This is an optimization exercise on Yosys and OpenROAD, whose aim is a short achievable clock period and few clock cycles, not a production implementation.
No run shown here included a check of the RTL's function; only the layout flow was run.
Power and IR drop assume default switching activity.

===== flow/config.mk =====
export PLATFORM = sky130hd
export DESIGN_NAME = Pipeline_top
export DESIGN_NICKNAME = Pipeline_top
export VERILOG_FILES = /design/flow/design.v
export SDC_FILE = /design/flow/constraint.sdc
export NUM_CORES = 4
export LEC_CHECK = 0
export CAP_MARGIN = 20
export CORE_MARGIN = 2
export CORE_UTILIZATION = 40
export SLEW_MARGIN = 20

===== flow/constraint.sdc =====
create_clock -name core_clock -period 10.0 [get_ports {clk}]
set_input_delay 2.0000 -clock core_clock [delete_from_list [all_inputs] [get_ports {clk}]]
set_output_delay 2.0000 -clock core_clock [all_outputs]
set_load 0.01 [all_outputs]

===== flow/design.v =====
module Pipeline_top(
    input         clk,
    input         rst,
    output [31:0] imem_addr,
    input  [31:0] imem_rdata,
    output [31:0] dmem_addr,
    output [31:0] dmem_wdata,
    output        dmem_we,
    input  [31:0] dmem_rdata
);
    localparam BB = 4;               
    localparam BN = 1 << BB;         
    localparam TB = 10 - BB;         
    reg  [31:0] pcF;                 
    reg  [BB-1:0] pcI;               
    reg  [31:0] pcOn;                
    reg         vD;
    reg  [31:0] instrD, pcD;
    reg         hitD, predTD;
    reg  [11:0] bimmD;
    reg         regwE, memwE, loadE, brE, predTE;
    reg         bneE;
    reg  [4:0]  rdE;
    reg         addE, subE, andE, orE, sltE;
    reg         faME, fbME, fsME;
    reg         s00E, s10E, s01aE, s01sE, s11aE;
    reg  [31:0] opAE, opBE, opBXE, sdE, altE, tgtE;
    reg  [11:0] bimmE;
    reg         aokE;
    reg  [BB-1:0] bidxE;
    reg  [TB-1:0] btagE;
    reg         regwM, memwM, loadM;
    reg  [4:0]  rdM;
    reg  [31:0] aluM, aluMn, wdM;
    reg         redirM;              
    reg  [31:0] rpcM;
    reg         bupdM, takenM;
    reg  [BB-1:0] bidxM;
    reg  [TB-1:0] btagM;
    reg  [9:0]  btgtM;
    reg  [11:0] bimmM;
    reg         uhitM, utv0M;
    reg  [1:0]  uctr0M;
    reg  [4:0]  ucnt0M, utrp0M;
    reg         regwW;
    reg  [4:0]  rdW;
    reg  [31:0] resW;
    reg  [31:0] rf [1:31];
    reg  [BN-1:0] btb_v;
    reg  [BN-1:0] btb_pred;          
    reg  [TB-1:0] btb_tag  [0:BN-1];
    reg  [9:0]    btb_tgt  [0:BN-1];
    reg  [11:0]   btb_imm  [0:BN-1];  
    reg  [1:0]    btb_ctr  [0:BN-1];
    reg  [4:0]    btb_cnt  [0:BN-1];  
    reg  [4:0]    btb_trip [0:BN-1];  
    reg  [BN-1:0] btb_tv;             
    assign imem_addr = ~pcOn;
    wire [BB-1:0] fidx  = pcI;
    wire        f_hit   = btb_v[fidx] & (btb_tag[fidx] == pcF[11:BB+2]);
    wire [9:0]  f_btgt  = btb_tgt[fidx];
    wire        f_predT = f_hit & btb_pred[fidx];
    wire [31:0] pc4F    = pcF + 32'd4;
    wire [6:0] op     = instrD[6:0];
    wire [4:0] rdD    = instrD[11:7];
    wire [2:0] f3     = instrD[14:12];
    wire [4:0] rs1    = instrD[19:15];
    wire [4:0] rs2    = instrD[24:20];
    wire isR = (op == 7'b0110011);
    wire isI = (op == 7'b0010011);
    wire isL = (op == 7'b0000011);
    wire isS = (op == 7'b0100011);
    wire isB = (op == 7'b1100011);
    wire use1 = isR | isI | isL | isS | isB;
    wire use2 = isR | isS | isB;
    wire regwD = vD & (isR | isI | isL) & (rdD != 5'd0);
    wire [31:0] immI = {{20{instrD[31]}}, instrD[31:20]};
    wire [31:0] immS = {{20{instrD[31]}}, instrD[31:25], instrD[11:7]};
    wire [31:0] immB = {{20{instrD[31]}}, instrD[7], instrD[30:25], instrD[11:8], 1'b0};
    wire aluop = isR | isI;
    wire sltD  = aluop & (f3 == 3'b010);
    wire orD   = aluop & (f3 == 3'b110);
    wire andD  = aluop & (f3 == 3'b111);
    wire addD  = ~(sltD | orD | andD);
    wire subD  = (isR & (f3 == 3'b000) & instrD[30]) | sltD;
    wire [31:0] resM = loadM ? dmem_rdata : aluM;
    wire [31:0] rf1 = (rs1 == 5'd0) ? 32'd0 : (regwW & (rdW == rs1)) ? resW : rf[rs1];
    wire [31:0] rf2 = (rs2 == 5'd0) ? 32'd0 : (regwW & (rdW == rs2)) ? resW : rf[rs2];
    wire fa_m = regwE & (rdE == rs1);
    wire fa_w = regwM & (rdM == rs1);
    wire fs_m = regwE & (rdE == rs2);
    wire fs_w = regwM & (rdM == rs2);
    wire bReg = isR | isB;
    wire fb_m = bReg & fs_m;
    wire [31:0] srcA = fa_w ? resM : rf1;
    wire [31:0] srcS = fs_w ? resM : rf2;
    wire [31:0] srcB = bReg ? srcS : (isS ? immS : immI);
    wire stall = vD & loadE & regwE & ((use1 & (rdE == rs1)) | (use2 & (rdE == rs2)));
    wire [31:0] pc4D    = pcD + 32'd4;
    wire [31:0] tgtD    = pcD + immB;
    wire        staticT = isB & ((f3 == 3'b001) | instrD[31]);
    wire        mismD   = hitD & predTD & ~(isB & (immB[12:1] == bimmD));
    wire        predTD2 = (hitD & ~mismD) ? predTD : staticT;
    wire        id_redirect = vD & ~stall & (mismD | (~hitD & staticT));
    wire [31:0] id_pc   = staticT ? tgtD : pc4D;
    wire killE = redirM;             
    wire [31:0] A  = faME ? aluM : opAE;
    wire [31:0] B  = fbME ? aluM : opBE;
    wire [31:0] SD = fsME ? aluM : sdE;
    wire [32:0] s00  = {opAE, 1'b1} + {opBXE, subE};
    wire [32:0] s10  = {aluM, 1'b1} + {opBXE, subE};
    wire [31:0] s01a = opAE + aluM;
    wire [32:0] s01s = {opAE, 1'b1} + {aluMn, 1'b1};
    wire [31:0] sum  = ({32{s00E}}  & s00[32:1]) |
                       ({32{s10E}}  & s10[32:1]) |
                       ({32{s01aE}} & s01a) |
                       ({32{s01sE}} & s01s[32:1]) |
                       ({32{s11aE}} & {aluM[30:0], 1'b0});
    wire        lt   = (A[31] ^ B[31]) ? A[31] : sum[31];
    wire [31:0] aluE = ({32{addE}} & sum) |
                       ({32{andE}} & (A & B)) |
                       ({32{orE}}  & (A | B)) |
                       {31'd0, sltE & lt};
    wire eq     = (A == B);
    wire takenE = eq ^ bneE;
    wire [31:0] pc_next = redirM      ? rpcM :
                          stall       ? pcF :
                          id_redirect ? id_pc :
                          f_predT     ? {pcF[31:12], f_btgt, 2'b00} : pc4F;
    always @(posedge clk) begin
        pcF  <= rst ? pc_next : 32'd0;
        pcOn <= rst ? ~pc_next : 32'hFFFF_FFFF;
    end
    always @(posedge clk or negedge rst) begin
        if (!rst) pcI <= {BB{1'b0}};
        else      pcI <= pc_next[BB+1:2];
    end
    always @(posedge clk or negedge rst) begin
        if (!rst) begin
            vD <= 1'b0;
        end else if (redirM | id_redirect) begin
            vD <= 1'b0;
        end else if (!stall) begin
            vD <= 1'b1;
        end
    end
    always @(posedge clk) begin
        if (!stall) begin
            instrD <= imem_rdata;
            pcD    <= pcF;
            hitD   <= f_hit;
            predTD <= f_predT;
            bimmD  <= btb_imm[fidx];
        end
    end
    wire bubbleE = redirM | stall | ~vD;
    always @(posedge clk or negedge rst) begin
        if (!rst) begin
            regwE <= 1'b0; memwE <= 1'b0; loadE <= 1'b0; brE <= 1'b0;
        end else if (bubbleE) begin
            regwE <= 1'b0; memwE <= 1'b0; loadE <= 1'b0; brE <= 1'b0;
        end else begin
            regwE  <= regwD;
            memwE  <= isS;
            loadE  <= isL;
            brE    <= isB;
        end
    end
    always @(posedge clk) begin
        rdE    <= rdD;
        bneE   <= (f3 == 3'b001);
        predTE <= predTD2;
        addE   <= addD;
        subE   <= subD;
        sltE   <= sltD;
        orE    <= orD;
        andE   <= andD;
        faME   <= fa_m;
        fbME   <= fb_m;
        fsME   <= fs_m;
        s00E   <= ~fa_m & ~fb_m;
        s10E   <=  fa_m & ~fb_m;
        s01aE  <= ~fa_m &  fb_m & ~subD;
        s01sE  <= ~fa_m &  fb_m &  subD;
        s11aE  <=  fa_m &  fb_m & ~subD;
        opAE   <= srcA;
        opBE   <= srcB;
        opBXE  <= subD ? ~srcB : srcB;
        sdE    <= srcS;
        altE   <= predTD2 ? pc4D : tgtD;
        tgtE   <= tgtD;
        bimmE  <= immB[12:1];
        aokE   <= (tgtD[31:12] == pcD[31:12]);
        bidxE  <= pcD[BB+1:2];
        btagE  <= pcD[11:BB+2];
    end
    always @(posedge clk or negedge rst) begin
        if (!rst) begin
            regwM <= 1'b0; loadM <= 1'b0; bupdM <= 1'b0; redirM <= 1'b0;
        end else begin
            regwM  <= regwE & ~killE;
            loadM  <= loadE & ~killE;
            bupdM  <= brE & aokE & ~killE;
            redirM <= brE & (takenE ^ predTE) & ~killE;
        end
    end
    always @(posedge clk) begin
        memwM  <= rst & memwE & ~killE;
        rdM    <= rdE;
        aluM   <= aluE;
        aluMn  <= ~aluE;
        wdM    <= SD;
        rpcM   <= altE;
        takenM <= takenE;
        bidxM  <= bidxE;
        btagM  <= btagE;
        btgtM  <= tgtE[11:2];
        bimmM  <= bimmE;
    end
    assign dmem_addr  = ~aluMn;
    assign dmem_wdata = wdM;
    assign dmem_we    = memwM;
    always @(posedge clk or negedge rst) begin
        if (!rst) regwW <= 1'b0;
        else      regwW <= regwM;
    end
    always @(posedge clk) begin
        rdW  <= rdM;
        resW <= resM;
    end
    always @(posedge clk) begin
        if (regwW) rf[rdW] <= resW;
    end
    wire [1:0] u_ctr = ~uhitM ? {2{takenM}} :
                       takenM ? ((uctr0M == 2'b11) ? 2'b11 : uctr0M + 2'b01) :
                                ((uctr0M == 2'b00) ? 2'b00 : uctr0M - 2'b01);
    wire [4:0] u_cnt = ~takenM ? 5'd0 :
                       ~uhitM ? 5'd1 :
                       (ucnt0M == 5'd31) ? 5'd31 : ucnt0M + 5'd1;
    wire [4:0] u_trp = (uhitM & ~takenM) ? ucnt0M : utrp0M;
    wire       u_tv  = uhitM & (takenM ? utv0M : (ucnt0M != 5'd31));
    wire       u_pred = (bimmM[11] & u_tv) ? (u_cnt != u_trp) : u_ctr[1];
    wire same = bupdM & (bidxM == bidxE);
    always @(posedge clk) begin
        uhitM  <= same ? (btagM == btagE) : (btb_v[bidxE] & (btb_tag[bidxE] == btagE));
        uctr0M <= same ? u_ctr : btb_ctr[bidxE];
        ucnt0M <= same ? u_cnt : btb_cnt[bidxE];
        utrp0M <= same ? u_trp : btb_trip[bidxE];
        utv0M  <= same ? u_tv  : btb_tv[bidxE];
    end
    always @(posedge clk or negedge rst) begin
        if (!rst) btb_v <= {BN{1'b0}};
        else if (bupdM) btb_v[bidxM] <= 1'b1;
    end
    always @(posedge clk) begin
        if (bupdM) begin
            btb_tag[bidxM]  <= btagM;
            btb_tgt[bidxM]  <= btgtM;
            btb_imm[bidxM]  <= bimmM;
            btb_ctr[bidxM]  <= u_ctr;
            btb_cnt[bidxM]  <= u_cnt;
            btb_trip[bidxM] <= u_trp;
            btb_tv[bidxM]   <= u_tv;
            btb_pred[bidxM] <= u_pred;
        end
    end
endmodule

===== flow/flow/run.sh =====
#!/bin/bash
# Standard ORFS layout with a larger setup-slack target for the timing repair
# steps (the constraints and clock period are the standard flow's own).
set -euo pipefail
bash standard.sh SETUP_SLACK_MARGIN=7 finish > standard_flow.log 2>&1

===== flow/standard.sh =====
#!/bin/bash
# synth_recipe.tcl (not shown) runs the flow's synth.tcl, then flattens the netlist and writes it again
# the make line also repeats each setting of config.mk as NAME=value (left out here)
make -C /OpenROAD-flow-scripts/flow DESIGN_CONFIG=/design/flow/config.mk WORK_HOME=/design/flow/orfs CLKGATE_MAP_FILE= SYNTH_SCRIPT=/design/flow/synth_recipe.tcl "${@:-finish}"

==> summary.md, run 1 <==
| Metric | Value |
|---|---|
| Critical Path End Type | `register` |
| Die height | `516 µm` |
| Dpl hpwl | `196 mm` |
| Post-route DRC | `0` |
| Drt initial violations | `8572` |
| Area grow syn2layout | `21.3%` |
| Worst relative slew slack | `19.9%` |
| Max clock buf depth | `3` |
| Least-Margin Pin Slew | `1.20 ns` |
| Gr usage total | `25.2%` |
| Achievable Freq | `273 MHz` |
| Max cap viols | `0` |
| Setup violators final | `0` |
| Most frequent cell after synthesis | `edfxtp_1` |
| Largest net degree at the start of global routing | `67` |
| Detailed Routing Iterations Pass 1 | `9` |
| Sequential-to-total area share from yosys stat | `59.7%` |
| Worst R2R Path Depth | `13` |
| Initial Utilization | `40.1%` |
| Sw power | `0.00722 W` |
| Vias | `68100` |
| Main synth FF type | `edfxtp_1` |
| Pre-CTS WS | `5.12 ns` |
| Routed WL | `345 mm` |
| Fill cells | `22000` |
| Internal | `0.0177 W` |
| Gate Count Post-Synth | `6813` |
| Ports | `163` |
| Power Density | `196 nW/µm²` |
| Die ar. | `267000 µm²` |
| Syn Nets | `7110` |
| Antenna violations before repair | `14` |
| Post-synth top area cell | `edfxtp_1` |
| Final Cycle Share | `36.6%` |
| Unique masters post-synth | `91` |
| Setup TNS | `0 ns` |
| Post-synth EDFFs | `1742` |
| Slew Limit Fails | `0` |
| Clock sink total | `2255` |
| Post-synthesis cell area | `105000 µm²` |
| Synth cell count leaders | `edfxtp_1 (1742), mux4_2 (799), dfxtp_1 (483)` |
| Crit path max fanout | `7` |
| Synth top area share | `49.8%` |
| Register area | `63100 µm²` |
| H-tree depth | `4` |
| Number of global-route vias before repair | `67100` |
| FF-to-FF Start | `pcI[0]$_DFF_PN0_` |
| Worst Hold End | `rpcM[21]$_DFF_P_` |
| CP Class | `register to register` |
| GPL Wtd Cong | `0.892` |
| Port Buffer Count | `162` |
| CTS buffer count | `223` |
| FFs w/ async S/R, synth | `1.33%` |
| Arrival @ worst endpoint | `4.43 ns` |
| Worst vdd ir | `190 µV` |
| Synth area leaders | `edfxtp_1 (50%), mux4_2 (17%), dfxtp_1 (9.2%)` |
| HP Start | `altE[21]$_DFF_P_` |
| Clk pwr share | `34.0%` |
| Multi-input gate area | `43500 µm²` |
| Final min period | `3.66 ns` |
| Seq pwr share | `46.9%` |
| Register-to-register path setup slack | `6.34 ns` |
| Yosys reg bits | `2255` |
| Lkg Pwr | `43.5 nW` |
| Clk root buf | `clkbuf_16` |
| RSZ-0062 raised after global routing | `yes` |
| Syn_area_per_cell | `15.4 µm²` |
| Logic pwr share | `19.1%` |
| DP Area | `111000 µm²` |
| Worst skew pair latency | `0.92 ns` |
| Worst Hold Class | `register to register` |
| Switching share of power | `28.9%` |
| DR WL/cell | `31.2 µm` |
| Outcome | `timing/DRC/antenna clean` |
| Layout cells sized above 1 | `34.6%` |
| Core box area | `262000 µm²` |
| CP required | `10.77 ns` |
| Final Hold Fails | `0` |
| Max Clock Skew | `0.0569 ns` |
| Clock-pin slew on the worst setup and hold paths | `0.07 ns` |
| PnR worst setup slack | `6.34 ns` |
| Total power draw | `0.0249 W` |
| Final nets | `7616` |
| Yosys warning count | `1` |
| Vias per inst | `6.18` |
| First-pass GRT wire length | `484 mm` |
| Hold depth | `0` |
| R2r endpoint | `pcF[16]$_SDFF_PN0_` |
| Core Rows | `188` |
| Overflow after GRT | `0` |
| Fin area | `127000 µm²` |
| CTS tree | `done` |
| Final ANT Viol Nets | `0` |
| Die Span X | `516 µm` |
| Setup crit start kind | `register` |
[power groups by stage]
stage                     clock [W]  combinational (W)  sequential, W
after detailed placement          0            0.00366         0.0119
after global routing        0.00893            0.00508         0.0118
after floorplan                   0            0.00261         0.0114
after CTS                   0.00858            0.00437         0.0117
after global placement            0            0.00362         0.0118
final                       0.00848            0.00475         0.0117
[routing by layer]
layer | global-route usage (%) | part of all wire, %
met1 | 34.0 | 39
met2 | 40.0 | 47
met3 | 4.34 | 8.6
met4 | 11.4 | 5.2
met5 | 0 | 0.027
[cells in the final DEF (no fill, tap or decap), types with 214 or more instances in the layout]
cell,netlist,layout
clkbuf_16,0,239
nor2_1,317,261
mux4_2,799,799
inv_1,276,214
mux2i_1,282,251
nand2_1,333,319
dfxtp_1,483,326
a21oi_1,322,239
buf_4,6,333
edfxtp_1,1742,1742
[cells by family after synthesis]
logic type	after synthesis	synth area share, %
simple gates	1113	5.07
fa+ha+maj	231	2.79
compound gates	1115	7.04
flops	2255	59.7
buf+inv	676	2.51
xor+xnor	282	2.41
mux	1141	20.5
[how the worst max path moves through the flow]
stage	startpoint	end	depth (start not counted)	slack (ns)
detailed placement	pcI[0]$_DFF_PN0_	pcOn[17]$_SDFF_PN1_	11	5.12
floorplan	bupdM$_DFF_PN0_	btb_cnt[13][0]$_DFFE_PP_	3	6.35
global route	pcI[0]$_DFF_PN0_	pcOn[25]$_SDFF_PN1_	12	6.18
finish	pcI[0]$_DFF_PN0_	pcF[16]$_SDFF_PN0_	13	6.34
CTS	pcI[0]$_DFF_PN0_	pcF[16]$_SDFF_PN0_	13	6.35
global placement	pcI[0]$_DFF_PN0_	pcOn[17]$_SDFF_PN1_	11	5.10
[flip-flops by register name (all words and copies together), names as in the netlist, 80 cells and up, named ones only]
register	count
btb_cnt	80
btb_tag	96
btb_imm	192
btb_trip	80
btb_tgt	160
rf	992
[worst max-delay path, stage by stage, from the launching register on]
cell       delay (ns)
dfrtp_4          0.50
buf_16           0.15
mux4_2           0.49
mux4_2           0.53
xor2_1           0.17
nor4_2           0.26
nand4bb_1        0.19
or2_4            0.35
buf_12           0.17
buf_6            0.11
nand3_4          0.08
mux2i_1          0.23
o22ai_1          0.11
o2111a_1         0.17
[per-stage QoR]
step	hold slack (ns)	util, %	cells
6_report	0.314	48.7	11000
5_1_grt	0.313	48.7	11000
4_1_cts	0.305	47.6	10900
3_5_place_dp	0.312	42.5	10200
3_3_place_gp	0.310	42.5	10200
2_1_floorplan	0.310	-	6813
[what timing repair did]
action                                  in CTS  in global routing
setup buffers                              226                 99
gates resized for setup                   1227                361
endpoints found under the hold margin        0                  0
hold buffers                                 0                  0
gates cloned                                51                 15
pin swaps                                  196                195
endpoints found under the setup margin    1404                564
[cell type report]
| class | instances | share of cell area [%] |
|---|---|---|
| inverters | 276 | 0.857 |
| well taps | 3515 | 3.45 |
| clock inverters | 125 | 1.02 |
| multi-input cells | 3885 | 34.1 |
| repair buffers | 678 | 6.24 |
| flip-flops and latches | 2255 | 49.5 |
| diodes | 2 | 0.00393 |
| clock buffers | 294 | 4.80 |
==> run 2, diff against run 1 <==
--- a/flow/design.v
+++ b/flow/design.v
@@ -22,7 +22,7 @@
     reg         bneE;
     reg  [4:0]  rdE;
     reg         addE, subE, andE, orE, sltE;
-    reg         faME, fbME, fsME;
+    reg         faME, fbME, fsME, fsLE;
     reg         s00E, s10E, s01aE, s01sE, s11aE;
     reg  [31:0] opAE, opBE, opBXE, sdE, altE, tgtE;
     reg  [11:0] bimmE;
@@ -48,18 +48,29 @@
     reg  [31:0] rf [1:31];
     reg  [BN-1:0] btb_v;
     reg  [BN-1:0] btb_pred;          
-    reg  [TB-1:0] btb_tag  [0:BN-1];
-    reg  [9:0]    btb_tgt  [0:BN-1];
-    reg  [11:0]   btb_imm  [0:BN-1];  
-    reg  [1:0]    btb_ctr  [0:BN-1];
-    reg  [4:0]    btb_cnt  [0:BN-1];  
-    reg  [4:0]    btb_trip [0:BN-1];  
-    reg  [BN-1:0] btb_tv;             
+    reg  [BN*TB-1:0] btb_tag;
+    reg  [BN*10-1:0] btb_tgt;
+    reg  [BN*12-1:0] btb_imm;         
+    reg  [BN*2-1:0]  btb_ctr;
+    reg  [BN*5-1:0]  btb_cnt;         
+    reg  [BN*5-1:0]  btb_trip;        
+    reg  [BN-1:0]    btb_tv;          
     assign imem_addr = ~pcOn;
-    wire [BB-1:0] fidx  = pcI;
-    wire        f_hit   = btb_v[fidx] & (btb_tag[fidx] == pcF[11:BB+2]);
-    wire [9:0]  f_btgt  = btb_tgt[fidx];
-    wire        f_predT = f_hit & btb_pred[fidx];
+    reg  [BN-1:0] fm;
+    reg  [9:0]  f_btgt;
+    reg  [11:0] f_bimm;
+    integer k;
+    always @(*) begin
+        f_btgt = 10'd0;
+        f_bimm = 12'd0;
+        for (k = 0; k < BN; k = k + 1) begin
+            fm[k] = btb_v[k] & (pcI == k) & (btb_tag[k*TB +: TB] == pcF[11:BB+2]);
+            f_btgt = f_btgt | ({10{fm[k]}} & btb_tgt[k*10 +: 10]);
+            f_bimm = f_bimm | ({12{fm[k]}} & btb_imm[k*12 +: 12]);
+        end
+    end
+    wire        f_hit   = |fm;
+    wire        f_predT = |(fm & btb_pred);
     wire [31:0] pc4F    = pcF + 32'd4;
     wire [6:0] op     = instrD[6:0];
     wire [4:0] rdD    = instrD[11:7];
@@ -72,7 +83,6 @@
     wire isS = (op == 7'b0100011);
     wire isB = (op == 7'b1100011);
     wire use1 = isR | isI | isL | isS | isB;
-    wire use2 = isR | isS | isB;
     wire regwD = vD & (isR | isI | isL) & (rdD != 5'd0);
     wire [31:0] immI = {{20{instrD[31]}}, instrD[31:20]};
     wire [31:0] immS = {{20{instrD[31]}}, instrD[31:25], instrD[11:7]};
@@ -95,7 +105,7 @@
     wire [31:0] srcA = fa_w ? resM : rf1;
     wire [31:0] srcS = fs_w ? resM : rf2;
     wire [31:0] srcB = bReg ? srcS : (isS ? immS : immI);
-    wire stall = vD & loadE & regwE & ((use1 & (rdE == rs1)) | (use2 & (rdE == rs2)));
+    wire stall = vD & loadE & regwE & ((use1 & (rdE == rs1)) | (bReg & (rdE == rs2)));
     wire [31:0] pc4D    = pcD + 32'd4;
     wire [31:0] tgtD    = pcD + immB;
     wire        staticT = isB & ((f3 == 3'b001) | instrD[31]);
@@ -106,7 +116,7 @@
     wire killE = redirM;             
     wire [31:0] A  = faME ? aluM : opAE;
     wire [31:0] B  = fbME ? aluM : opBE;
-    wire [31:0] SD = fsME ? aluM : sdE;
+    wire [31:0] SD = fsLE ? dmem_rdata : fsME ? aluM : sdE;
     wire [32:0] s00  = {opAE, 1'b1} + {opBXE, subE};
     wire [32:0] s10  = {aluM, 1'b1} + {opBXE, subE};
     wire [31:0] s01a = opAE + aluM;
@@ -116,7 +126,10 @@
                        ({32{s01aE}} & s01a) |
                        ({32{s01sE}} & s01s[32:1]) |
                        ({32{s11aE}} & {aluM[30:0], 1'b0});
-    wire        lt   = (A[31] ^ B[31]) ? A[31] : sum[31];
+    wire        lt00 = (opAE[31] ^ opBE[31]) ? opAE[31] : s00[32];
+    wire        lt10 = (aluM[31] ^ opBE[31]) ? aluM[31] : s10[32];
+    wire        lt01 = (opAE[31] ^ aluM[31]) ? opAE[31] : s01s[32];
+    wire        lt   = (s00E & lt00) | (s10E & lt10) | (s01sE & lt01);
     wire [31:0] aluE = ({32{addE}} & sum) |
                        ({32{andE}} & (A & B)) |
                        ({32{orE}}  & (A | B)) |
@@ -150,7 +163,7 @@
             pcD    <= pcF;
             hitD   <= f_hit;
             predTD <= f_predT;
-            bimmD  <= btb_imm[fidx];
+            bimmD  <= f_bimm;
         end
     end
     wire bubbleE = redirM | stall | ~vD;
@@ -177,7 +190,8 @@
         andE   <= andD;
         faME   <= fa_m;
         fbME   <= fb_m;
-        fsME   <= fs_m;
+        fsME   <= fs_m & ~loadE;
+        fsLE   <= fs_m & loadE;
         s00E   <= ~fa_m & ~fb_m;
         s10E   <=  fa_m & ~fb_m;
         s01aE  <= ~fa_m &  fb_m & ~subD;
@@ -241,11 +255,12 @@
     wire       u_tv  = uhitM & (takenM ? utv0M : (ucnt0M != 5'd31));
     wire       u_pred = (bimmM[11] & u_tv) ? (u_cnt != u_trp) : u_ctr[1];
     wire same = bupdM & (bidxM == bidxE);
-    always @(posedge clk) begin
-        uhitM  <= same ? (btagM == btagE) : (btb_v[bidxE] & (btb_tag[bidxE] == btagE));
-        uctr0M <= same ? u_ctr : btb_ctr[bidxE];
-        ucnt0M <= same ? u_cnt : btb_cnt[bidxE];
-        utrp0M <= same ? u_trp : btb_trip[bidxE];
+    integer w;
+    always @(posedge clk) begin
+        uhitM  <= same ? (btagM == btagE) : (btb_v[bidxE] & (btb_tag[bidxE*TB +: TB] == btagE));
+        uctr0M <= same ? u_ctr : btb_ctr[bidxE*2 +: 2];
+        ucnt0M <= same ? u_cnt : btb_cnt[bidxE*5 +: 5];
+        utrp0M <= same ? u_trp : btb_trip[bidxE*5 +: 5];
         utv0M  <= same ? u_tv  : btb_tv[bidxE];
     end
     always @(posedge clk or negedge rst) begin
@@ -253,15 +268,17 @@
         else if (bupdM) btb_v[bidxM] <= 1'b1;
     end
     always @(posedge clk) begin
-        if (bupdM) begin
-            btb_tag[bidxM]  <= btagM;
-            btb_tgt[bidxM]  <= btgtM;
-            btb_imm[bidxM]  <= bimmM;
-            btb_ctr[bidxM]  <= u_ctr;
-            btb_cnt[bidxM]  <= u_cnt;
-            btb_trip[bidxM] <= u_trp;
-            btb_tv[bidxM]   <= u_tv;
-            btb_pred[bidxM] <= u_pred;
+        for (w = 0; w < BN; w = w + 1) begin
+            if (bupdM && bidxM == w) begin
+                btb_tag[w*TB +: TB] <= btagM;
+                btb_tgt[w*10 +: 10] <= btgtM;
+                btb_imm[w*12 +: 12] <= bimmM;
+                btb_ctr[w*2 +: 2]   <= u_ctr;
+                btb_cnt[w*5 +: 5]   <= u_cnt;
+                btb_trip[w*5 +: 5]  <= u_trp;
+                btb_tv[w]           <= u_tv;
+                btb_pred[w]         <= u_pred;
+            end
         end
     end
 endmodule
==> summary.md, run 2 <==
| Metric | Value |
|---|---|
| Outcome | `timing/DRC/antenna clean (unchanged)` |
| Unique masters post-synth | `92 (was 91)` |
| Main synth FF type | `edfxtp_1 (unchanged)` |
| CP dominant cell by count | `a2111oi_4 (was mux4_2)` |
| Arrival @ worst endpoint | `4.54 ns (was 4.43 ns)` |
| Most frequent cells in the layout | `edfxtp_1 (1742), mux4_2 (650), buf_4 (347) (was edfxtp_1 (1742), mux4_2 (799), buf_4 (333))` |
| Register area | `63300 µm² (was 63100 µm²)` |
| Final Hold Fails | `0 (unchanged)` |
| Clk root buf | `clkbuf_16 (unchanged)` |
| Largest Register | `rf (unchanged)` |
| Yosys reg bits | `2268 (was 2255)` |
| H-tree depth | `4 (unchanged)` |
| Worst path slowest cell | `a2111oi_4 (was mux4_2)` |
| Max Clock Skew | `0.106 ns (was 0.0569 ns)` |
| Final min period | `3.77 ns (was 3.66 ns)` |
| Syn Nets | `7379 (was 7110)` |
| Gate Count Post-Synth | `7082 (was 6813)` |
| Max reg flops | `992 (unchanged)` |
| CP required | `10.77 ns (about the same)` |
| Overflow after GRT | `0 (unchanged)` |
| First-pass GRT wire length | `507 mm (was 484 mm)` |
| Least-Margin Pin Slew | `1.14 ns (was 1.20 ns)` |
| Sequential-to-total area share from yosys stat | `60.2% (was 59.7%)` |
| Dpl cells | `10500 (was 10200)` |
| Power Density | `195 nW/µm² (was 196 nW/µm²)` |
| Achievable Freq | `265 MHz (was 273 MHz)` |
| Critical Path End Type | `register (unchanged)` |
| CP Class | `register to register (unchanged)` |
| Drt initial violations | `9267 (was 8572)` |
| Yosys warning count | `1 (unchanged)` |
| Lkg Pwr | `45.7 nW (was 43.5 nW)` |
| Slew Limit Fails | `0 (unchanged)` |
| FFs w/ async S/R, synth | `1.32% (was 1.33%)` |
| Largest net degree at the start of global routing | `65 (was 67)` |
| Gr usage total | `26.5% (was 25.2%)` |
| Multi-input gate area | `43800 µm² (was 43500 µm²)` |
| Post-synth EDFFs | `1742 (unchanged)` |
| Post-synthesis cell area | `105000 µm² (about the same)` |
| Largest regs | `rf: 992 flops, btb_imm: 192 flops, btb_tgt: 160 flops (unchanged)` |
| M2 GR Usage | `41.2% (was 40.0%)` |
| CTS buffer count | `231 (was 223)` |
| CTS tree | `done (unchanged)` |
| Final ANT Viol Nets | `0 (unchanged)` |
| Clock sink total | `2268 (was 2255)` |
| Synth area leaders | `edfxtp_1 (50%), mux4_2 (14%), dfxtp_1 (9.5%) (was edfxtp_1 (50%), mux4_2 (17%), dfxtp_1 (9.2%))` |
| Total power draw | `0.0252 W (was 0.0249 W)` |
| Layout cells sized above 1 | `33.8% (was 34.6%)` |
| Worst skew pair latency | `0.93 ns (was 0.92 ns)` |
| Number of global-route vias before repair | `68100 (was 67100)` |
| Fin Hold WS | `0.326 ns (was 0.314 ns)` |
| Syn_area_per_cell | `14.8 µm² (was 15.4 µm²)` |
| Initial Utilization | `40.3% (was 40.1%)` |
| Global route hottest layer | `met2 (unchanged)` |
| Clock-pin slew on the worst setup and hold paths | `0.06 ns (was 0.07 ns)` |
| Detailed Routing Iterations Pass 1 | `6 (was 9)` |
| Routed WL | `363 mm (was 345 mm)` |
| Core box area | `260000 µm² (was 262000 µm²)` |
| Met3 usage | `4.51% (was 4.34%)` |
| DR WL/cell | `31.9 µm (was 31.2 µm)` |
| Antenna violations before repair | `23 (was 14)` |
| Setup violators final | `0 (unchanged)` |
| Ports | `163 (unchanged)` |
| Final nets | `7964 (was 7616)` |
| CTS Hold Bufs | `0 (unchanged)` |
| Vias | `70700 (was 68100)` |
| GPL Wtd Cong | `0.926 (was 0.892)` |
| Core Rows | `187 (was 188)` |
| Area grow syn2layout | `23.9% (was 21.3%)` |
| Crit path max fanout | `5 (was 7)` |
| Die Span X | `516 µm (about the same)` |
| Max clock buf depth | `3 (unchanged)` |
| Die height | `516 µm (about the same)` |
| Slowest stage delay, CP | `0.39 ns (was 0.53 ns)` |
| Synth top area share | `50.0% (was 49.8%)` |
| Port Buffer Count | `162 (unchanged)` |
| Non-Filler Instances | `11400 (was 11000)` |
| Die ar. | `266000 µm² (was 267000 µm²)` |
| Max cap viols | `0 (unchanged)` |
| Setup TNS | `0 ns (unchanged)` |
| Worst Hold Class | `register to register (unchanged)` |
| Setup crit start kind | `register (unchanged)` |
| Crit-path cells | `ha_4 > and3_4 > a2111oi_4 > a21boi_2 > a2111oi_4 > buf_4 > o21ai_4 > a221o_1 > a2111oi_4 > or3_4 > mux2i_1 > a221o_1 > o32a_1 (was buf_16 > mux4_2 > mux4_2 > xor2_1 > nor4_2 > nand4bb_1 > or2_4 > buf_12 > buf_6 > nand3_4 > mux2i_1 > o22ai_1 > o2111a_1)` |
| Worst relative slew slack | `21.6% (was 19.9%)` |
| Most common cell after layout, fill and taps aside | `edfxtp_1 (unchanged)` |
| Most frequent cell after synthesis | `edfxtp_1 (unchanged)` |
| Fill cells | `21400 (was 22000)` |
| Post-route DRC | `0 (unchanged)` |
| GR Util met1 | `36.6% (was 34.0%)` |
| Final Cycle Share | `37.7% (was 36.6%)` |
| Worst vdd ir | `167 µV (was 190 µV)` |
| RSZ-0062 raised after global routing | `yes (unchanged)` |
| Dpl hpwl | `209 mm (was 196 mm)` |
| Vias per inst | `6.21 (was 6.18)` |
| Synth cell count leaders | `edfxtp_1 (1742), mux4_2 (650), dfxtp_1 (496) (was edfxtp_1 (1742), mux4_2 (799), dfxtp_1 (483))` |
| Post-synth top area cell | `edfxtp_1 (unchanged)` |
==> run 2: path summary, 6_finish.rpt <==
| path | start | end | slack [ns] | cells past startpoint |
|---|---|---|---|---|
| max reg2reg | opAE[2]$_DFF_P_ | aluM[30]$_DFF_P_ | 6.23 | 13 |
| min | altE[28]$_DFF_P_ | rpcM[28]$_DFF_P_ | 0.33 | 0 |
| min reg2reg | altE[28]$_DFF_P_ | rpcM[28]$_DFF_P_ | 0.33 | 0 |
| max in group asynchronous | rst | pcI[3]$_DFF_PN0_ | 7.79 | 2 |
| max | opAE[2]$_DFF_P_ | aluM[30]$_DFF_P_ | 6.23 | 13 |
| min in group asynchronous | rst | bupdM$_DFF_PN0_ | 1.03 | 1 |
==> run 2: stage by stage <==
step	worst slack, ns	cell area [µm²]	utilization, %
after CTS	6.24	127000	48.8
after global placement	5.22	111000	42.7
after global routing	6.10	130000	49.9
after floorplan	6.38	105000	-
after detailed placement	5.25	111000	42.7
final	6.23	130000	49.9
==> run 2: worst max-delay path: cells and delay by family (launching register included) <==
family                   cells  cell delay [ns]
AND/OR/NAND/NOR              2             0.38
AO/OA/AOI/OAI                8             2.34
adder cells (fa/ha/maj)      1             0.26
multiplexers                 1             0.07
buffers and inverters        1             0.19
flip-flops                   1             0.36
==> run 2: area by class of cell <==
type                       count  share of cell area [%]
antenna                       13                  0.0251
clock buffer                 323                    4.99
clock inverter               114                    1.19
inverter                     257                   0.775
multi-input combinational   4133                    33.8
sequential                  2268                    48.8
tap                         3496                    3.37
timing repair buffer         776                    7.04
==> run 2: power breakdown <==
part           switching (W)  total [W]  internal [W]
Combinational        0.00230    0.00430       0.00200
Sequential          0.000903     0.0118        0.0109
Clock                0.00388    0.00909       0.00522
Total                0.00708     0.0252        0.0181
==> run 2: cell families (layout without fill, tap and decap cells) <==
logic type	Yosys count	after routing	share of synthesized area, %
multiplexers	952	952	16.9
AND/OR/NAND/NOR	1297	1303	6.07
buffers and inverters	687	1470	2.52
other	0	13	0
XOR/XNOR	381	381	3.19
adder cells (fa/ha/maj)	231	231	2.80
flip-flops	2268	2268	60.2
AO/OA/AOI/OAI	1266	1266	8.37
==> run 2: per-layer routing <==
| metal | wire length, µm | vias up |
|---|---|---|
| met5 | 0 | - |
| met1 | 142000 | 36500 |
| met2 | 167000 | 4217 |
| li1 | - | 29200 |
| met3 | 36000 | 777 |
| met4 | 18100 | 0 |
==> run 2: repair_timing <==
item / 4_1_cts / 5_1_grt
gates cloned: 48 / 8
endpoints found under the setup margin: 581 / 556
resized for setup: 1424 / 342
buffers inserted: 308 / 115
pin swaps: 253 / 209
==> run 3, diff against run 2 <==
--- a/flow/design.v
+++ b/flow/design.v
@@ -22,16 +22,16 @@
     reg         bneE;
     reg  [4:0]  rdE;
     reg         addE, subE, andE, orE, sltE;
-    reg         faME, fbME, fsME, fsLE;
-    reg         s00E, s10E, s01aE, s01sE, s11aE;
-    reg  [31:0] opAE, opBE, opBXE, sdE, altE, tgtE;
+    reg         fsME, fsLE;
+    reg  [31:0] fwAE, fwBPE, fwBNE;    
+    reg  [31:0] opAE, opBXE, sdE, altE, tgtE;
     reg  [11:0] bimmE;
     reg         aokE;
     reg  [BB-1:0] bidxE;
     reg  [TB-1:0] btagE;
     reg         regwM, memwM, loadM;
     reg  [4:0]  rdM;
-    reg  [31:0] aluM, aluMn, wdM;
+    reg  [31:0] aluM, wdM;
     reg         redirM;              
     reg  [31:0] rpcM;
     reg         bupdM, takenM;
@@ -107,34 +107,29 @@
     wire [31:0] srcB = bReg ? srcS : (isS ? immS : immI);
     wire stall = vD & loadE & regwE & ((use1 & (rdE == rs1)) | (bReg & (rdE == rs2)));
     wire [31:0] pc4D    = pcD + 32'd4;
-    wire [31:0] tgtD    = pcD + immB;
+    wire [13:0] tlo     = {1'b0, pcD[12:0]} + {1'b0, immB[12:0]};
+    wire [18:0] hiP1    = pcD[31:13] + 19'd1;
+    wire [18:0] hiM1    = pcD[31:13] - 19'd1;
+    wire        hiSame  = instrD[31] ? tlo[13] : ~tlo[13];
+    wire [18:0] thi     = hiSame ? pcD[31:13] : (instrD[31] ? hiM1 : hiP1);
+    wire [31:0] tgtD    = {thi, tlo[12:0]};
     wire        staticT = isB & ((f3 == 3'b001) | instrD[31]);
     wire        mismD   = hitD & predTD & ~(isB & (immB[12:1] == bimmD));
     wire        predTD2 = (hitD & ~mismD) ? predTD : staticT;
     wire        id_redirect = vD & ~stall & (mismD | (~hitD & staticT));
     wire [31:0] id_pc   = staticT ? tgtD : pc4D;
     wire killE = redirM;             
-    wire [31:0] A  = faME ? aluM : opAE;
-    wire [31:0] B  = fbME ? aluM : opBE;
+    wire [31:0] A  = fwAE | opAE;
+    wire [31:0] BX = fwBPE | fwBNE | opBXE;     
     wire [31:0] SD = fsLE ? dmem_rdata : fsME ? aluM : sdE;
-    wire [32:0] s00  = {opAE, 1'b1} + {opBXE, subE};
-    wire [32:0] s10  = {aluM, 1'b1} + {opBXE, subE};
-    wire [31:0] s01a = opAE + aluM;
-    wire [32:0] s01s = {opAE, 1'b1} + {aluMn, 1'b1};
-    wire [31:0] sum  = ({32{s00E}}  & s00[32:1]) |
-                       ({32{s10E}}  & s10[32:1]) |
-                       ({32{s01aE}} & s01a) |
-                       ({32{s01sE}} & s01s[32:1]) |
-                       ({32{s11aE}} & {aluM[30:0], 1'b0});
-    wire        lt00 = (opAE[31] ^ opBE[31]) ? opAE[31] : s00[32];
-    wire        lt10 = (aluM[31] ^ opBE[31]) ? aluM[31] : s10[32];
-    wire        lt01 = (opAE[31] ^ aluM[31]) ? opAE[31] : s01s[32];
-    wire        lt   = (s00E & lt00) | (s10E & lt10) | (s01sE & lt01);
-    wire [31:0] aluE = ({32{addE}} & sum) |
-                       ({32{andE}} & (A & B)) |
-                       ({32{orE}}  & (A | B)) |
-                       {31'd0, sltE & lt};
-    wire eq     = (A == B);
+    wire [32:0] sum33 = {A, 1'b1} + {BX, subE};
+    wire [31:0] sum   = sum33[32:1];
+    wire        lt    = (A[31] ^ BX[31]) ? sum[31] : A[31];
+    wire [31:0] aluE  = ({32{addE}} & sum) |
+                        ({32{andE}} & (A & BX)) |
+                        ({32{orE}}  & (A | BX)) |
+                        {31'd0, sltE & lt};
+    wire eq     = (A == BX);              
     wire takenE = eq ^ bneE;
     wire [31:0] pc_next = redirM      ? rpcM :
                           stall       ? pcF :
@@ -188,23 +183,18 @@
         sltE   <= sltD;
         orE    <= orD;
         andE   <= andD;
-        faME   <= fa_m;
-        fbME   <= fb_m;
         fsME   <= fs_m & ~loadE;
         fsLE   <= fs_m & loadE;
-        s00E   <= ~fa_m & ~fb_m;
-        s10E   <=  fa_m & ~fb_m;
-        s01aE  <= ~fa_m &  fb_m & ~subD;
-        s01sE  <= ~fa_m &  fb_m &  subD;
-        s11aE  <=  fa_m &  fb_m & ~subD;
-        opAE   <= srcA;
-        opBE   <= srcB;
-        opBXE  <= subD ? ~srcB : srcB;
+        opAE   <= fa_m ? 32'd0 : srcA;
+        opBXE  <= fb_m ? 32'd0 : (subD ? ~srcB : srcB);
+        fwAE   <= {32{fa_m}} & aluE;
+        fwBPE  <= {32{fb_m & ~subD}} & aluE;
+        fwBNE  <= {32{fb_m & subD}} & ~aluE;
         sdE    <= srcS;
         altE   <= predTD2 ? pc4D : tgtD;
         tgtE   <= tgtD;
         bimmE  <= immB[12:1];
-        aokE   <= (tgtD[31:12] == pcD[31:12]);
+        aokE   <= hiSame & (tlo[12] == pcD[12]);
         bidxE  <= pcD[BB+1:2];
         btagE  <= pcD[11:BB+2];
     end
@@ -222,7 +212,6 @@
         memwM  <= rst & memwE & ~killE;
         rdM    <= rdE;
         aluM   <= aluE;
-        aluMn  <= ~aluE;
         wdM    <= SD;
         rpcM   <= altE;
         takenM <= takenE;
@@ -231,7 +220,7 @@
         btgtM  <= tgtE[11:2];
         bimmM  <= bimmE;
     end
-    assign dmem_addr  = ~aluMn;
+    assign dmem_addr  = aluM;
     assign dmem_wdata = wdM;
     assign dmem_we    = memwM;
     always @(posedge clk or negedge rst) begin
==> summary.md, run 3 <==
| Metric | Value |
|---|---|
| Outcome | `timing/DRC/antenna clean (unchanged)` |
| Die ar. | `251000 µm² (was 266000 µm²)` |
| Largest regs | `rf: 992 flops, btb_imm: 192 flops, btb_tgt: 160 flops (unchanged)` |
| Worst skew pair latency | `0.94 ns (was 0.93 ns)` |
| Die Span X | `501 µm (was 516 µm)` |
| Synth cell count leaders | `edfxtp_1 (1742), mux4_2 (649), dfxtp_1 (521) (was edfxtp_1 (1742), mux4_2 (650), dfxtp_1 (496))` |
| Worst relative slew slack | `21.1% (was 21.6%)` |
| Vias | `63900 (was 70700)` |
| Worst Hold Class | `register to register (unchanged)` |
| GR Util met1 | `35.5% (was 36.6%)` |
| RSZ-0062 raised after global routing | `yes (unchanged)` |
| Met3 usage | `5.26% (was 4.51%)` |
| Core box area | `246000 µm² (was 260000 µm²)` |
| Final ANT Viol Nets | `0 (unchanged)` |
| Antenna violations before repair | `24 (was 23)` |
| Setup crit start kind | `register (unchanged)` |
| Achievable Freq | `266 MHz (was 265 MHz)` |
| Pre-CTS WS | `5.26 ns (was 5.25 ns)` |
| Clock-pin slew on the worst setup and hold paths | `0.07 ns (was 0.06 ns)` |
| Area grow syn2layout | `22.8% (was 23.9%)` |
| Setup TNS | `0 ns (unchanged)` |
| Core Rows | `182 (was 187)` |
| Most frequent cells in the layout | `edfxtp_1 (1742), mux4_2 (649), dfxtp_1 (387) (was edfxtp_1 (1742), mux4_2 (650), buf_4 (347))` |
| Worst vdd ir | `195 µV (was 167 µV)` |
| Vias per inst | `6.24 (was 6.21)` |
| Slowest stage delay, CP | `0.44 ns (was 0.39 ns)` |
| Largest Register | `rf (unchanged)` |
| Final Cycle Share | `37.7% (about the same)` |
| Number of global-route vias before repair | `61900 (was 68100)` |
| CTS tree | `done (unchanged)` |
| Dpl hpwl | `180 mm (was 209 mm)` |
| CTS Hold Bufs | `0 (unchanged)` |
| Power Density | `190 nW/µm² (was 195 nW/µm²)` |
| Ports | `163 (unchanged)` |
| Port Buffer Count | `162 (unchanged)` |
| Max Clock Skew | `0.0913 ns (was 0.106 ns)` |
| Crit-path cells | `or3_4 > fa_2 > a211o_1 > o211ai_1 > o21ai_2 > o21ai_4 > o211ai_1 > a211oi_2 > nor2b_1 > o211ai_1 > nand2_1 > fa_2 > a221oi_4 > inv_2 > nor2_1 (was ha_4 > and3_4 > a2111oi_4 > a21boi_2 > a2111oi_4 > buf_4 > o21ai_4 > a221o_1 > a2111oi_4 > or3_4 > mux2i_1 > a221o_1 > o32a_1)` |
| Main synth FF type | `edfxtp_1 (unchanged)` |
| Lkg Pwr | `42.1 nW (was 45.7 nW)` |
| Arrival @ worst endpoint | `4.59 ns (was 4.54 ns)` |
| Largest net degree at the start of global routing | `72 (was 65)` |
| Gr usage total | `26.1% (was 26.5%)` |
| Critical Path End Type | `register (unchanged)` |
| Worst path slowest cell | `fa_2 (was a2111oi_4)` |
| Least-Margin Pin Slew | `1.18 ns (was 1.14 ns)` |
| CP Class | `register to register (unchanged)` |
| Unique masters post-synth | `103 (was 92)` |
| Final nets | `6976 (was 7964)` |
| Initial Utilization | `40.2% (was 40.3%)` |
| Routed WL | `338 mm (was 363 mm)` |
| Clk root buf | `clkbuf_16 (unchanged)` |
| Detailed Routing Iterations Pass 1 | `9 (was 6)` |
| First-pass GRT wire length | `468 mm (was 507 mm)` |
| CTS buffer count | `234 (was 231)` |
| DP Area | `105000 µm² (was 111000 µm²)` |
| DR WL/cell | `33.0 µm (was 31.9 µm)` |
| Syn_area_per_cell | `15.8 µm² (was 14.8 µm²)` |
| Post-synth EDFFs | `1742 (unchanged)` |
| Fill cells | `20200 (was 21400)` |
| GPL Wtd Cong | `0.867 (was 0.926)` |
| Slew Limit Fails | `0 (unchanged)` |
| Sequential-to-total area share from yosys stat | `64.2% (was 60.2%)` |
| Post-synthesis cell area | `98900 µm² (was 105000 µm²)` |
| Global route hottest layer | `met2 (unchanged)` |
| H-tree depth | `4 (unchanged)` |
| Yosys warning count | `1 (unchanged)` |
| PnR worst setup slack | `6.23 ns (about the same)` |
| Overflow after GRT | `0 (unchanged)` |
| Most common cell after layout, fill and taps aside | `edfxtp_1 (unchanged)` |
| Crit path max fanout | `3 (was 5)` |
| CP dominant cell by count | `o211ai_1 (was a2111oi_4)` |
| Post-route DRC | `0 (unchanged)` |
| Drt initial violations | `8692 (was 9267)` |
| M2 GR Usage | `41.4% (was 41.2%)` |
| Die height | `501 µm (was 516 µm)` |
| Gate Count Post-Synth | `6253 (was 7082)` |
| Final min period | `3.77 ns (about the same)` |
| Fin area | `122000 µm² (was 130000 µm²)` |
| Max cap viols | `0 (unchanged)` |
| Setup violators final | `0 (unchanged)` |
| Syn Nets | `6424 (was 7379)` |
| Max reg flops | `992 (unchanged)` |
| Layout cells sized above 1 | `33.7% (was 33.8%)` |
| Final Hold Fails | `0 (unchanged)` |
| FFs w/ async S/R, synth | `1.31% (was 1.32%)` |
| CP required | `10.82 ns (was 10.77 ns)` |
| Post-synth top area cell | `edfxtp_1 (unchanged)` |
| Synth area leaders | `edfxtp_1 (53%), mux4_2 (15%), dfxtp_1 (11%) (was edfxtp_1 (50%), mux4_2 (14%), dfxtp_1 (9.5%))` |
| Most frequent cell after synthesis | `edfxtp_1 (unchanged)` |
| Clock sink total | `2293 (was 2268)` |
| Yosys reg bits | `2293 (was 2268)` |
| Max clock buf depth | `3 (unchanged)` |
| Synth top area share | `52.9% (was 50.0%)` |
run 3: cell count changes after synthesis, sizes merged, moves of 30 or more:
cell / previous run / this run
mux2i: 273 / 228
a21o: 90 / 45
xnor2: 218 / 131
nand2: 327 / 254
ha: 226 / 101
clkbuf: 313 / 257
or3: 16 / 46
inv: 256 / 199
xor2: 163 / 104
and3: 99 / 60
a21oi: 332 / 201
or2: 7 / 42
run 3: area by class of cell:
class                           instances  area (µm²)  share of cell area, %
Sequential cell                      2293       63800                   52.5
Multi-Input combinational cell       3381       36500                   30.0
Timing Repair Buffer                  692        8230                   6.77
Clock buffer                          311        6450                   5.31
Tap cell                             3220        4030                   3.32
Clock inverter                        139        1720                   1.41
Inverter                              203         790                  0.650
Antenna cell                           14        35.0                 0.0288
run 3: kinds of logic after synthesis:
family                   synth area share [%]
AO/OA/AOI/OAI                            6.92
XOR/XNOR                                 2.10
adder cells (fa/ha/maj)                  1.36
buffers and inverters                    2.37
flip-flops                               64.2
multiplexers                             17.3
AND/OR/NAND/NOR                          5.76
run 3: critical path: cells and delay by family (launching register included):
kind	cells	cell delay, ns
compound gates	8	1.80
fa+ha+maj	2	0.81
simple gates	4	0.63
flops	1	0.33
buf+inv	1	0.11
run 3: path summary, 6_finish.rpt:
kind                            cells past startpoint                   end  slack [ns]                start
worst max-delay path                               15     fwBNE[31]$_DFF_P_        6.23  opBXE[0]$_SDFF_PP0_
worst min-delay path                                0      rpcM[30]$_DFF_P_        0.31     altE[30]$_DFF_P_
worst max register to register                     15     fwBNE[31]$_DFF_P_        6.23  opBXE[0]$_SDFF_PP0_
worst min register to register                      0      rpcM[30]$_DFF_P_        0.31     altE[30]$_DFF_P_
max in group asynchronous                           2      redirM$_DFF_PN0_        8.50                  rst
min in group asynchronous                           2  btb_v[5]$_DFFE_PN0P_        1.08                  rst
run 3: report_power, final:
group          leakage (nW)  internal [W]  total (W)  switching [W]
clock                  3.97       0.00524    0.00915        0.00391
sequential             20.7        0.0109     0.0116       0.000688
combinational          17.4       0.00108    0.00231        0.00122
run 3: metrics by stage:
step	hold WS, ns	cells	total power (W)	utilization (%)
3_5_place_dp	0.312	9387	0.0135	42.6
5_1_grt	0.323	10200	0.0237	49.4
6_report	0.314	10300	0.0231	49.4
4_1_cts	0.308	10100	0.0229	48.5
2_1_floorplan	0.310	6253	0.0125	-
3_3_place_gp	0.310	9387	0.0134	42.6
run 3: metal layers:
| metal | share of wire (%) | routed length (µm) |
|---|---|---|
| met3 | 11 | 36800 |
| met2 | 47 | 158000 |
| met5 | 0 | 0 |
| met4 | 4.4 | 14900 |
| met1 | 38 | 128000 |
run 3: timing repair:
item                                     CTS  global route
endpoints found under the setup margin   704           434
pin swaps                                220           148
gates resized for setup                 1197           268
gates cloned                              38            15
buffers inserted                         254            95
==> run 4, diff against run 3 <==
--- a/flow/config.mk
+++ b/flow/config.mk
@@ -8,4 +8,5 @@
 export CAP_MARGIN = 20
 export CORE_MARGIN = 2
 export CORE_UTILIZATION = 40
+export GPL_TIMING_DRIVEN = 1
 export SLEW_MARGIN = 20
==> summary.md, run 4 <==
| Metric | Value |
|---|---|
| Synth cell count leaders | `edfxtp_1 (1742), mux4_2 (649), dfxtp_1 (521) (unchanged)` |
| H-tree depth | `4 (unchanged)` |
| Setup TNS | `0 ns (unchanged)` |
| Overflow after GRT | `0 (unchanged)` |
| Routed WL | `338 mm (unchanged)` |
| Post-synthesis cell area | `98900 µm² (unchanged)` |
| Most common cell after layout, fill and taps aside | `edfxtp_1 (unchanged)` |
| Register area | `63800 µm² (unchanged)` |
| Least-Margin Pin Slew | `1.18 ns (unchanged)` |
| Final nets | `6976 (unchanged)` |
| Largest regs | `rf: 992 flops, btb_imm: 192 flops, btb_tgt: 160 flops (unchanged)` |
| Dpl hpwl | `180 mm (unchanged)` |
| Detailed Routing Iterations Pass 1 | `9 (unchanged)` |
| Final Hold Fails | `0 (unchanged)` |
| Die height | `501 µm (unchanged)` |
| Power Density | `190 nW/µm² (unchanged)` |
| Clk root buf | `clkbuf_16 (unchanged)` |
| Synth area leaders | `edfxtp_1 (53%), mux4_2 (15%), dfxtp_1 (11%) (unchanged)` |
| Worst skew pair latency | `0.94 ns (about the same)` |
| Multi-input gate area | `36500 µm² (unchanged)` |
| Core Rows | `182 (unchanged)` |
| GPL Wtd Cong | `0.867 (unchanged)` |
| Port Buffer Count | `162 (unchanged)` |
| Gr usage total | `26.1% (unchanged)` |
| Syn Nets | `6424 (unchanged)` |
| Achievable Freq | `266 MHz (unchanged)` |
| Clock-pin slew on the worst setup and hold paths | `0.07 ns (about the same)` |
| Max reg flops | `992 (unchanged)` |
| Total power draw | `0.0231 W (unchanged)` |
| DP Area | `105000 µm² (unchanged)` |
| Final min period | `3.77 ns (unchanged)` |
| Synth top area share | `52.9% (unchanged)` |
| Ports | `163 (unchanged)` |
| Final ANT Viol Nets | `0 (unchanged)` |
| Lkg Pwr | `42.1 nW (unchanged)` |
| Drt initial violations | `8692 (unchanged)` |
| Most frequent cell after synthesis | `edfxtp_1 (unchanged)` |
| FFs w/ async S/R, synth | `1.31% (unchanged)` |
| Unique masters post-synth | `103 (unchanged)` |
| Sequential-to-total area share from yosys stat | `64.2% (unchanged)` |
| Outcome | `timing/DRC/antenna clean (unchanged)` |
| Slew Limit Fails | `0 (unchanged)` |
| Worst relative slew slack | `21.1% (unchanged)` |
| CP Class | `register to register (unchanged)` |
| Post-route DRC | `0 (unchanged)` |
| FF-to-FF Start | `opBXE[0]$_SDFF_PP0_ (unchanged)` |
| Most frequent cells in the layout | `edfxtp_1 (1742), mux4_2 (649), dfxtp_1 (387) (unchanged)` |
| CTS tree | `done (unchanged)` |
| Initial Utilization | `40.2% (unchanged)` |
| Max clock buf depth | `3 (unchanged)` |
| Post-synth EDFFs | `1742 (unchanged)` |
| Fill cells | `20200 (unchanged)` |
| Antenna violations before repair | `24 (unchanged)` |
| Main synth FF type | `edfxtp_1 (unchanged)` |
| First-pass GRT wire length | `468 mm (unchanged)` |
| Post-synth top area cell | `edfxtp_1 (unchanged)` |
| CTS buffer count | `234 (unchanged)` |
| PnR worst setup slack | `6.23 ns (unchanged)` |
| Yosys reg bits | `2293 (unchanged)` |
| Largest Register | `rf (unchanged)` |
| Setup crit start kind | `register (unchanged)` |
| Crit. Startpoint | `opBXE[0]$_SDFF_PP0_ (unchanged)` |
| Syn_area_per_cell | `15.8 µm² (unchanged)` |
| Yosys warning count | `1 (unchanged)` |
| Gate Count Post-Synth | `6253 (unchanged)` |
| Clock sink total | `2293 (unchanged)` |
| HP Start | `altE[30]$_DFF_P_ (unchanged)` |
| DR WL/cell | `33.0 µm (unchanged)` |
| Vias per inst | `6.24 (unchanged)` |
| Dpl cells | `9387 (unchanged)` |
| Area grow syn2layout | `22.8% (unchanged)` |
| CTS Hold Bufs | `0 (unchanged)` |
| Fin area | `122000 µm² (unchanged)` |
| Critical Path End Type | `register (unchanged)` |
| RSZ-0062 raised after global routing | `yes (unchanged)` |
| Layout cells sized above 1 | `33.7% (unchanged)` |
| Worst vdd ir | `195 µV (unchanged)` |
| Core box area | `246000 µm² (unchanged)` |
| Max cap viols | `0 (unchanged)` |
| Final Cycle Share | `37.7% (unchanged)` |
| Die Span X | `501 µm (unchanged)` |
| Max Clock Skew | `0.0913 ns (unchanged)` |
| Non-Filler Instances | `10300 (unchanged)` |
| Crit path max fanout | `3 (unchanged)` |
| Largest net degree at the start of global routing | `72 (unchanged)` |
| Worst Hold Class | `register to register (unchanged)` |
| Arrival @ worst endpoint | `4.59 ns (about the same)` |
| Vias | `63900 (unchanged)` |
| CP required | `10.82 ns (about the same)` |
| Number of global-route vias before repair | `61900 (unchanged)` |
| Die ar. | `251000 µm² (unchanged)` |
| Pre-CTS WS | `5.26 ns (unchanged)` |
| Setup violators final | `0 (unchanged)` |
-- run 4: cell counts in the layout (fill, tap and decap cells not counted) --
Identical to the previous run, type by type.
-- run 4: worst paths after layout --
check / endpoint / slack (ns) / cells after the start
worst max-delay path: fwBNE[31]$_DFF_P_ / 6.23 / 15
worst min-delay path: rpcM[30]$_DFF_P_ / 0.31 / 0
worst max register to register: fwBNE[31]$_DFF_P_ / 6.23 / 15
worst min register to register: rpcM[30]$_DFF_P_ / 0.31 / 0
max in group asynchronous: redirM$_DFF_PN0_ / 8.50 / 2
min in group asynchronous: btb_v[5]$_DFFE_PN0P_ / 1.08 / 2
-- run 4: worst max-delay path: stages, from the launching register on --
cell	delay [ns]
dfxtp_2	0.33
or3_4	0.34
fa_2	0.37
a211o_1	0.28
o211ai_1	0.18
o21ai_2	0.15
o21ai_4	0.20
o211ai_1	0.18
a211oi_2	0.30
nor2b_1	0.08
o211ai_1	0.17
nand2_1	0.12
fa_2	0.44
a221oi_4	0.34
inv_2	0.11
nor2_1	0.09
-- run 4: stage by stage --
stage / hold slack, ns / utilization (%)
3_3_place_gp: 0.310 / 42.6
5_1_grt: 0.323 / 49.4
3_5_place_dp: 0.312 / 42.6
4_1_cts: 0.308 / 48.5
2_1_floorplan: 0.310 / -
6_report: 0.314 / 49.4
-- run 4: repair_timing --
| item | in CTS | in global routing |
|---|---|---|
| resized for setup | 1197 | 268 |
| gates cloned | 38 | 15 |
| pin swaps | 220 | 148 |
| endpoints found under the setup margin | 704 | 434 |
| buffers inserted | 254 | 95 |
| endpoints found under the hold margin | 0 | 0 |
-- run 4: logic make-up after synthesis --
kind of cell,share of synthesized area [%]
xor+xnor,2.10
fa+ha+maj,1.36
compound gates,6.92
buf+inv,2.37
mux,17.3
flops,64.2
simple gates,5.76
-- run 4: metal layers --
metal / wire [µm] / GRT usage [%]
met1: 128000 / 35.5
met3: 36800 / 5.26
met5: 0 / 0
met4: 14900 / 9.94
met2: 158000 / 41.4
-- run 4: area by class of cell --
type / count / area share (%)
Tap cell: 3220 / 3.32
Timing Repair Buffer: 692 / 6.77
Sequential cell: 2293 / 52.5
Clock buffer: 311 / 5.31
Antenna cell: 14 / 0.0288
Clock inverter: 139 / 1.41
Inverter: 203 / 0.650
Multi-Input combinational cell: 3381 / 30.0
-- run 4: where the power goes --
group | total, W | switching [W] | internal, W
Sequential | 0.0116 | 0.000688 | 0.0109
Clock | 0.00915 | 0.00391 | 0.00524
Combinational | 0.00231 | 0.00122 | 0.00108
Total | 0.0231 | 0.00582 | 0.0172
==> run 5, diff against run 4 <==
--- a/flow/config.mk
+++ b/flow/config.mk
@@ -8,5 +8,5 @@
 export CAP_MARGIN = 20
 export CORE_MARGIN = 2
 export CORE_UTILIZATION = 40
-export GPL_TIMING_DRIVEN = 1
+export PLACE_DENSITY = 0.8
 export SLEW_MARGIN = 20
==> summary.md, run 5 <==
| Metric | Value |
|---|---|
| Slowest stage delay, CP | `0.44 ns (about the same)` |
| Slew Limit Fails | `0 (unchanged)` |
| Vias per inst | `6.68 (was 6.24)` |
| Highest metal used | `met5 (was met4)` |
| Lkg Pwr | `41.2 nW (was 42.1 nW)` |
| CTS tree | `done (unchanged)` |
| Yosys warning count | `1 (unchanged)` |
| Largest net degree at the start of global routing | `79 (was 72)` |
| Die ar. | `251000 µm² (unchanged)` |
| Max reg flops | `992 (unchanged)` |
| Synth cell count leaders | `edfxtp_1 (1742), mux4_2 (649), dfxtp_1 (521) (unchanged)` |
| Met2 routed WL | `156 mm (was 158 mm)` |
| Most common cell after layout, fill and taps aside | `edfxtp_1 (unchanged)` |
| Gate Count Post-Synth | `6253 (unchanged)` |
| Core Rows | `182 (unchanged)` |
| Worst vdd ir | `227 µV (was 195 µV)` |
| GPL Wtd Cong | `0.942 (was 0.867)` |
| Final Cycle Share | `36.0% (was 37.7%)` |
| Area grow syn2layout | `21.1% (was 22.8%)` |
| Initial Utilization | `40.2% (unchanged)` |
| CP Class | `register to register (unchanged)` |
| WP buf/inv | `1 (unchanged)` |
| Number of global-route vias before repair | `65900 (was 61900)` |
| Max clock buf depth | `3 (unchanged)` |
| Yosys reg bits | `2293 (unchanged)` |
| Ports | `163 (unchanged)` |
| Hold depth | `0 (unchanged)` |
| Crit-path cells | `or3_4 > fa_2 > a211o_1 > o211ai_1 > o21ai_2 > o21ai_2 > o211ai_1 > a211oi_2 > nor2b_1 > o211ai_1 > nand2_1 > fa_2 > a221oi_4 > inv_1 > nor2_1 (was or3_4 > fa_2 > a211o_1 > o211ai_1 > o21ai_2 > o21ai_4 > o211ai_1 > a211oi_2 > nor2b_1 > o211ai_1 > nand2_1 > fa_2 > a221oi_4 > inv_2 > nor2_1)` |
| Worst Hold Class | `register to register (unchanged)` |
| Die Span X | `501 µm (unchanged)` |
| Unique masters post-synth | `103 (unchanged)` |
| FFs w/ async S/R, synth | `1.31% (unchanged)` |
| Arrival @ worst endpoint | `4.42 ns (was 4.59 ns)` |
| Post-synth top area cell | `edfxtp_1 (unchanged)` |
| CTS buffer count | `216 (was 234)` |
| Post-synth EDFFs | `1742 (unchanged)` |
| Gr usage total | `25.6% (was 26.1%)` |
| Setup violators final | `0 (unchanged)` |
| Layout cells sized above 1 | `32.8% (was 33.7%)` |
| Routed WL | `344 mm (was 338 mm)` |
| Worst relative slew slack | `15.2% (was 21.1%)` |
| Critical Path End Type | `register (unchanged)` |
| CP required | `10.81 ns (was 10.82 ns)` |
| Most frequent cell after synthesis | `edfxtp_1 (unchanged)` |
| Cell family with most CP delay | `compound AO/OA/AOI/OAI gates (unchanged)` |
| Syn_area_per_cell | `15.8 µm² (unchanged)` |
| Final ANT Viol Nets | `0 (unchanged)` |
| Largest regs | `rf: 992 flops, btb_imm: 192 flops, btb_tgt: 160 flops (unchanged)` |
| Clk root buf | `clkbuf_16 (unchanged)` |
| Crit path max fanout | `3 (unchanged)` |
| FF-to-FF Start | `fwBNE[0]$_DFF_P_ (was opBXE[0]$_SDFF_PP0_)` |
| Syn Nets | `6424 (unchanged)` |
| Worst Hold End | `bimmM[8]$_DFF_P_ (was rpcM[30]$_DFF_P_)` |
| Detailed Routing Iterations Pass 1 | `9 (unchanged)` |
| Vias | `67800 (was 63900)` |
| Die height | `501 µm (unchanged)` |
| Post-synthesis cell area | `98900 µm² (unchanged)` |
| Synth area leaders | `edfxtp_1 (53%), mux4_2 (15%), dfxtp_1 (11%) (unchanged)` |
| Worst R2R Path Depth | `15 (unchanged)` |
| Post-route DRC | `0 (unchanged)` |
| Worst skew pair latency | `0.91 ns (was 0.94 ns)` |
| Final Hold Fails | `0 (unchanged)` |
| Largest Register | `rf (unchanged)` |
| Port Buffer Count | `162 (unchanged)` |
| RSZ-0062 raised after global routing | `yes (unchanged)` |
| M1 wire length | `104 mm (was 128 mm)` |
| Overflow after GRT | `0 (unchanged)` |
| Synth top area share | `52.9% (unchanged)` |
| Worst path slowest cell | `fa_2 (unchanged)` |
| Power Density | `188 nW/µm² (was 190 nW/µm²)` |
| Critical Path Stages | `15 (unchanged)` |
| H-tree depth | `4 (unchanged)` |
| Fin Hold WS | `0.309 ns (was 0.314 ns)` |
| HP Start | `bimmE[8]$_DFF_P_ (was altE[30]$_DFF_P_)` |
| Final min period | `3.60 ns (was 3.77 ns)` |
| First-pass GRT wire length | `467 mm (was 468 mm)` |
| Main synth FF type | `edfxtp_1 (unchanged)` |
| Core box area | `246000 µm² (unchanged)` |
| Max cap viols | `0 (unchanged)` |
| Setup crit start kind | `register (unchanged)` |
| Max Clock Skew | `0.0784 ns (was 0.0913 ns)` |
| Sequential-to-total area share from yosys stat | `64.2% (unchanged)` |
| Clock-pin slew on the worst setup and hold paths | `0.07 ns (about the same)` |
| R2r endpoint | `fwBNE[31]$_DFF_P_ (unchanged)` |
| CP dominant cell by count | `o211ai_1 (unchanged)` |
| Register-to-register path setup slack | `6.40 ns (was 6.23 ns)` |
| Metal3 WL | `52.9 mm (was 36.8 mm)` |
| Dpl hpwl | `171 mm (was 180 mm)` |
| Most frequent cells in the layout | `edfxtp_1 (1742), mux4_2 (649), dfxtp_1 (398) (was edfxtp_1 (1742), mux4_2 (649), dfxtp_1 (387))` |
| Achievable Freq | `277 MHz (was 266 MHz)` |
| Antenna violations before repair | `22 (was 24)` |
| Outcome | `timing/DRC/antenna clean (unchanged)` |
| Final nets | `6886 (was 6976)` |
| Setup TNS | `0 ns (unchanged)` |
| Drt initial violations | `12700 (was 8692)` |
| DR WL/cell | `33.9 µm (was 33.0 µm)` |
| Least-Margin Pin Slew | `1.27 ns (was 1.18 ns)` |
| Clock sink total | `2293 (unchanged)` |
[run 5: metrics by stage]
step                instance area, µm²  worst slack, ns  instances  util (%)  power [W]
floorplan                        99200             6.58       6253         -     0.0125
global placement                105000             5.65       9378      42.6     0.0133
detailed placement              105000             5.66       9379      42.6     0.0134
CTS                             117000             6.38      10000      47.5     0.0221
global route                    120000             6.23      10100      48.7     0.0229
finish                          120000             6.40      10100      48.7     0.0225
[run 5: power breakdown]
part           total, W  internal, W  switching (W)
Sequential       0.0117       0.0109       0.000732
Clock           0.00857      0.00473        0.00384
Combinational   0.00225      0.00103        0.00122
Total            0.0225       0.0167        0.00579
[run 5: layout make-up]
cell class	count	area, µm²
well taps	3220	4030
repair buffers	624	7390
diodes	12	30.0
multi-input cells	3376	36400
clock inverters	118	1240
inverters	203	816
repair inverters	1	11.3
fillers	18900	126000
flip-flops and latches	2293	63800
clock buffers	292	6140
[run 5: what timing repair did]
action,in CTS,in global routing
hold buffers,0,0
cloned,30,22
pin swaps,150,140
gates resized for setup,1037,375
endpoints found under the setup margin,467,361
hold endpoints to repair,0,0
buffers inserted,185,101
[run 5: kinds of logic after synthesis]
logic type	synth area share, %
simple gates	5.76
compound gates	6.92
xor+xnor	2.10
buf+inv	2.37
flops	64.2
fa+ha+maj	1.36
mux	17.3
[run 5: metal layers]
layer,GRT usage (%),vias up
li1,-,25800
met3,7.73,1942
met1,30.3,33200
met2,40.3,6839
met4,17.3,16
met5,0,-
[run 5: worst max-delay path by stage]
stage,start,endpoint
finish,fwBNE[0]$_DFF_P_,fwBNE[31]$_DFF_P_
global route,fwBNE[0]$_DFF_P_,fwBNE[31]$_DFF_P_
CTS,fwBNE[0]$_DFF_P_,fwBNE[31]$_DFF_P_
detailed placement,register,opBXE[13]$_SDFF_PP0_
global placement,register,opBXE[1]$_SDFF_PP0_
floorplan,fwBNE[0]$_DFF_P_,fwBNE[31]$_DFF_P_

[port drivers added, routing unchanged]
In the flow no input, the clock included, has a driving cell. The finished layouts below were timed again as built, in two steps. Step 1 assumes that a clkbuf_16 drives the clock port and a buf_2 every other input. Step 2 times the ports against the registers' clock, not the clock port: input delays grow and output delays shrink by t, the midpoint of the rising clock arrivals with the driver on. a / b / c = no drivers / after step 1 / after step 2; a / b = the first two.
run	t, ns	slack for setup (ns)
run 1	0.982	6.342 / 6.342 / 6.025
run 2	0.967	6.229 / 6.229 / 5.937
run 3	0.982	6.235 / 6.235 / 5.960
run 4	0.982	6.235 / 6.235 / 5.960
run 5	0.959	6.395 / 6.395 / 6.056
After both steps every run listed still meets setup and hold.
